From an optimization exercise on the open Yosys and OpenROAD flow, aimed at small area; shortcuts taken in it are not production practice.
In this exercise RTL edits were held to simulation tests only and were not proved equivalent to the original.

Setup of run A:
==> flow/design.v (excerpt) <==
module CC(
           clk,
           rst_n,
           in_valid,
           mode,
           xi,
           yi,
           out_valid,
           xo,
           yo
       );
clock: 50.0 ns
lec_check: 0
cap_margin: 20
core_margin: 2
core_utilization: 40
cts_buf_list: sky130_fd_sc_hd__clkbuf_8
place_density: 0.6
slew_margin: 20
standard.sh (not shown) runs the stock make flow with config.mk's settings and CLKGATE_MAP_FILE= SYNTH_SCRIPT=/design/flow/synth_recipe.tcl, a recipe that flattens the netlist after the stock synthesis.
==> flow/flow/run.sh <==
#!/bin/bash
export CTS_ARGS="-sink_clustering_enable -repair_clock_nets -dont_use_dummy_load -buf_list sky130_fd_sc_hd__clkbuf_8 -sink_clustering_size 24 -sink_clustering_max_diameter 80 -sink_clustering_levels 1"
export BUFFER_PORTS_ARGS="-buffer_cell sky130_fd_sc_hd__buf_1"
bash standard.sh > standard.log 2>&1
The inputs of run B differ from those of run A as listed below.
Settings: CORE_UTILIZATION changed from 40 to 65; PLACE_DENSITY changed from 0.6 to 0.8.
==> flow/flow/run.sh <==
#!/bin/bash
export CTS_ARGS="-sink_clustering_enable -repair_clock_nets -dont_use_dummy_load -buf_list sky130_fd_sc_hd__clkbuf_8"
export BUFFER_PORTS_ARGS="-buffer_cell sky130_fd_sc_hd__buf_1"
bash standard.sh > standard.log 2>&1
Results
~same flip-flop and latch count in run B and run A. Run B vs run A — number of nets in the final layout dropped slightly. Going from run A to run B, fraction of cell area in non-clock buffers shrinks by 0.52 points. Proportion of cell area spent on the clock network of run A is on par with run B. Going from run A to run B, final cell area excluding filler cells went down 160 um^2, ratio of final minimum period to clock period went up 1.5 points, worst path arrival time went up 0.79 ns, met2 wirelength from detailed routing went down 1200 um, clock-pin slew of the registers on the worst-case setup and hold paths held. Compared to run A, run B has final cell count without fillers 106 lower.
Modified inputs, run C compared to run B
Settings: a change of PLACE_DENSITY from 0.8 to 0.6; a change of CORE_UTILIZATION from 65 to 40.
==> flow/flow/run.sh <==
#!/bin/bash
export CTS_ARGS="-repair_clock_nets -dont_use_dummy_load -buf_list sky130_fd_sc_hd__clkbuf_8"
export BUFFER_PORTS_ARGS="-buffer_cell sky130_fd_sc_hd__buf_1"
bash standard.sh > standard.log 2>&1
--- outcome ---
- Run C finished every step from synthesis to the final layout, and the layout passed the timing, DRC and antenna checks.
- The flow did not stop early for run B: all stages ran, and the layout cleared the timing, DRC and antenna checks.
- In run C, the setup slack on the worst flop-to-flop path came out 0.94 ns above the value in run B.
- Compared with run B, run C shows number of global-route vias before repair that has gone up by a few percent.
- Compared with run B, in run C utilization shows a reduction of 26 points.
- Taking run C as 1.0, run B lands at 0.79 on placement row count.
- From run C to run B, residual overflow from global routing did not move at all.
- Run C — design area 1.7% higher, run B as reference
- Clock insertion delay at the later pin of the skew report across run B and run C: no real change.
--- input diff run C..run D ---
==> flow/run.sh (new file) <==
#!/bin/bash
# synth_recipe.tcl (not shown) runs the flow's synth.tcl, then flattens the netlist and writes it again
# the make line also repeats each setting of config.mk as NAME=value (left out here)
make -C /OpenROAD-flow-scripts/flow DESIGN_CONFIG=/design/flow/config.mk WORK_HOME=/design/flow/orfs CLKGATE_MAP_FILE= SYNTH_SCRIPT=/design/flow/synth_recipe.tcl finish
removed: flow/flow/run.sh
removed: flow/standard.sh
### Flow results
Placed cell count across run D and run C: no real change. Changes observed in run D relative to run C: non-clock buffer total of the final layout -about 5%; final design instance area without fill +about 4%; critical path depth -3.3%; final cell count without fillers +12. Synthesis-to-finish area growth ended up 4.6 points higher on run D than on run C. Run D reports a lower number of iterations in the first detailed-routing pass than run C does. Number of nets at the end of the flow of run D is on par with run C.


Setup of alpha:
Starting RTL as in the previous note.
## CC
module CC(
           clk,
           rst_n,
           in_valid,
           mode,
           xi,
           yi,
           out_valid,
           xo,
           yo
       );
clock: 50.0 ns
lec_check: 0
cap_margin: 20
core_margin: 2
core_utilization: 40
cts_buf_list: sky130_fd_sc_hd__clkbuf_8
place_density: 0.6
slew_margin: 20
==> flow/flow/run.sh <==
#!/bin/bash
export CTS_ARGS="-sink_clustering_enable -repair_clock_nets -dont_use_dummy_load -buf_list sky130_fd_sc_hd__clkbuf_8"
export BUFFER_PORTS_ARGS="-buffer_cell sky130_fd_sc_hd__buf_1"
bash standard.sh > standard.log 2>&1
alpha ran to completion and came out clean on the timing, DRC and antenna checks.
Inputs modified between alpha and beta:
Settings: GPL_ROUTABILITY_DRIVEN newly set to 0.
==> comparison <==
- Re number of H-tree branching levels: no difference whatsoever between alpha and beta.
- On global-route usage: between beta and alpha, it ends up lower for beta.
- NOTE filler cell count in the final layout alpha->beta decreased by a few percent
- beta against alpha: critical path depth essentially unchanged, sum of met2 wire segment lengths after detailed routing increased about 0.5%, number of detailed-routing iterations run before antenna repair decreased 4, maximum clock frequency decreased 4.3%, met3 wirelength from detailed routing decreased 330 um.
- Final number of hold-violating endpoints: beta vs alpha identical
- Cell area delta (beta -> alpha): insignificant
- Between beta and alpha, the difference in sequential share of cell area is negligible.
diff inputs: beta => gamma
Settings: GPL_ROUTABILITY_DRIVEN: 0 -> unset.
==> flow/flow/run.sh <==
#!/bin/bash
export CTS_ARGS="-sink_clustering_enable -repair_clock_nets -dont_use_dummy_load -buf_list {sky130_fd_sc_hd__clkbuf_4 sky130_fd_sc_hd__clkbuf_8}"
export BUFFER_PORTS_ARGS="-buffer_cell sky130_fd_sc_hd__buf_1"
bash standard.sh > standard.log 2>&1
Findings:
The utilization of beta and that of gamma are within noise of each other.
For sequential share of layout area, gamma and beta come out practically identical.
Between beta and gamma, the fraction of area in clock buffers and inverters figures differ only marginally.
The final reports for gamma and beta show worst slack on hold paths higher in the former.

-- static timing again, ports no longer ideal --
The results above use ideal ports. As a check the final layouts listed here were re-extracted and re-timed, cells and wires unchanged. Step 1, drivers: a clkbuf_16 drives clk and a buf_2 each remaining input, both assumed. Step 2 moves the port delays by t, midway between the first and last clock arrival at a register: inputs arrive t later, outputs are due t later. That takes back most of the time a late clock gives input paths. a / b / c = ideal ports / drivers / drivers and shift; a / b = the first two.
run	t, ns	slack for setup (ns)	worst setup path at the end
run A	0.495	31.216 / 31.240 / 30.744	input to register
run B	0.498	30.456 / 30.475 / 29.977	input to register
run C	0.495	31.216 / 31.240 / 30.744	input to register
run D	0.513	30.882 / 30.904 / 30.391	input to register
alpha	0.495	31.216 / 31.240 / 30.744	input to register
beta	0.506	30.369 / 30.391 / 29.885	input to register
gamma	0.495	31.216 / 31.240 / 30.744	input to register
After both steps every run listed still meets setup and hold. For run D, which loses most, drivers alone change the setup slack by +0.022 ns; drivers and shift together by -0.491 ns.
